This design comes from an exercise in tuning for small area, a short achievable clock period and few clock cycles on the open sky130 flow, not from production work. Only simulation tests tie the RTL to the original design; equivalence was not proved.

Design MDC, start of the top module:
module MDC(clk, rst_n, in_valid, in_data, in_mode, out_valid, out_data);
input clk, rst_n, in_valid;
input [8:0] in_mode;
input [14:0] in_data;
output reg out_valid;
output [206:0] out_data;
wire [15:1] cw;
genvar gi;
generate for (gi = 1; gi <= 15; gi = gi + 1) begin : g_cw
  assign cw[gi] = in_data[15-gi];
end endgenerate
wire [3:0] syn;
assign syn[0] = cw[1]^cw[3]^cw[5]^cw[7]^cw[9]^cw[11]^cw[13]^cw[15];
assign syn[1] = cw[2]^cw[3]^cw[6]^cw[7]^cw[10]^cw[11]^cw[14]^cw[15];
assign syn[2] = cw[4]^cw[5]^cw[6]^cw[7]^cw[12]^cw[13]^cw[14]^cw[15];
assign syn[3] = cw[8]^cw[9]^cw[10]^cw[11]^cw[12]^cw[13]^cw[14]^cw[15];
wire [10:0] din;
assign din[10] = cw[3] ^ (syn == 4'd3);
assign din[9] = cw[5] ^ (syn == 4'd5);
assign din[8] = cw[6] ^ (syn == 4'd6);
assign din[7] = cw[7] ^ (syn == 4'd7);
assign din[6] = cw[9] ^ (syn == 4'd9);
assign din[5] = cw[10] ^ (syn == 4'd10);
assign din[4] = cw[11] ^ (syn == 4'd11);
assign din[3] = cw[12] ^ (syn == 4'd12);
assign din[2] = cw[13] ^ (syn == 4'd13);
assign din[1] = cw[14] ^ (syn == 4'd14);
assign din[0] = cw[15] ^ (syn == 4'd15);
wire [9:1] mw;
generate for (gi = 1; gi <= 9; gi = gi + 1) begin : g_mw
  assign mw[gi] = in_mode[9-gi];
end endgenerate
wire [3:0] msyn;
assign msyn[0] = mw[1]^mw[3]^mw[5]^mw[7]^mw[9];
assign msyn[1] = mw[2]^mw[3]^mw[6]^mw[7];
assign msyn[2] = mw[4]^mw[5]^mw[6]^mw[7];
assign msyn[3] = mw[8]^mw[9];
wire md4 = mw[3] ^ (msyn == 4'd3);
wire md1 = mw[7] ^ (msyn == 4'd7);
reg [4:0] cyc;
reg [15:0] oe2, oe3, oe4;
reg [1:0] mode;       
wire m4 = mode[1];
wire m3 = ~mode[1] & mode[0];
wire m2 = ~mode[0];
always @(posedge clk or negedge rst_n) begin
  if (!rst_n) begin
    cyc <= 5'd0; out_valid <= 1'b0; oe2 <= 16'd0; oe3 <= 16'd0; oe4 <= 16'd0;
  end else begin
    if (cyc == 5'd0) cyc <= in_valid ? 5'd1 : 5'd0;
  ...
Size: ~6100 cells after synthesis, about 61000 um^2 of cells after synthesis.
==> flow/config.mk <==
export PLATFORM = sky130hd
export DESIGN_NAME = MDC
export DESIGN_NICKNAME = MDC
export VERILOG_FILES = /design/flow/design.v
export SDC_FILE = /design/flow/constraint.sdc
export NUM_CORES = 4
export LEC_CHECK = 0
export CAP_MARGIN = 20
export CORE_MARGIN = 2
export CORE_UTILIZATION = 45
export SLEW_MARGIN = 20
==> flow/constraint.sdc <==
create_clock -name core_clock -period 11.0 [get_ports {clk}]
set_input_delay 2.2000 -clock core_clock [delete_from_list [all_inputs] [get_ports {clk}]]
set_output_delay 2.2000 -clock core_clock [all_outputs]
set_load 0.01 [all_outputs]
standard.sh (not shown) runs the stock make flow with config.mk's settings and CLKGATE_MAP_FILE= SYNTH_SCRIPT=/design/flow/synth_recipe.tcl, a recipe that flattens the netlist after the stock synthesis.
==> flow/flow/run.sh <==
#!/bin/bash
set -euo pipefail
bash standard.sh SETUP_SLACK_MARGIN=7 TNS_END_PERCENT=25 \
  "BUFFER_PORTS_ARGS=-buffer_cell sky130_fd_sc_hd__buf_2" finish > standard.log 2>&1
Testbench counts at the start, summed over its fixed seeds: cycles 30,937.
Next try:
==> flow/flow/run.sh (replaced) <==
#!/bin/bash
set -euo pipefail
bash standard.sh SETUP_SLACK_MARGIN=7 TNS_END_PERCENT=5 \
  "BUFFER_PORTS_ARGS=-buffer_cell sky130_fd_sc_hd__buf_2" finish > standard.log 2>&1
Settings changed: SLEW_MARGIN 20 to 60.
=> Wire length barely changes; via count hardly moves; hold slack hardly moves; synthesized cell count is unchanged; setup slack degrades by 26 ps; clock skew rose by 6.6 ps; cell count is about the same; count of clock-buffer cells in the layout fell by 16.

-- separate check: timing with driven ports --
Ports are ideal in the flow. The routed layouts listed here were re-timed in OpenROAD.
Step 1 sets driving cells, clkbuf_16 on the clock port and buf_2 on the other inputs (assumed; they add their load-dependent delay and slew).
Step 2 moves the port delays by t, midway between the first and last clock arrival at a register: inputs arrive t later, outputs are due t later. That takes back most of the time a late clock gives input paths.
Slacks: ideal / step 1 / step 2; pairs: ideal / step 1.
| run | t (ns) | setup slack, ns | worst hold slack (ns) | clock arrival spread, ns | cell pins on the clock port's net |
|---|---|---|---|---|---|
| the first run | 0.820 | 6.569 / 6.485 / 6.270 | 0.469 / 0.469 / 0.469 | 0.077 / 0.077 | 1 |
| the second run | 0.824 | 6.543 / 6.458 / 6.300 | 0.472 / 0.472 / 0.472 | 0.085 / 0.084 | 1 |
After both steps every run listed still meets setup and hold. The setup slack of the first run, which loses most, moves by -0.084 ns with the drivers and by -0.299 ns with both steps.
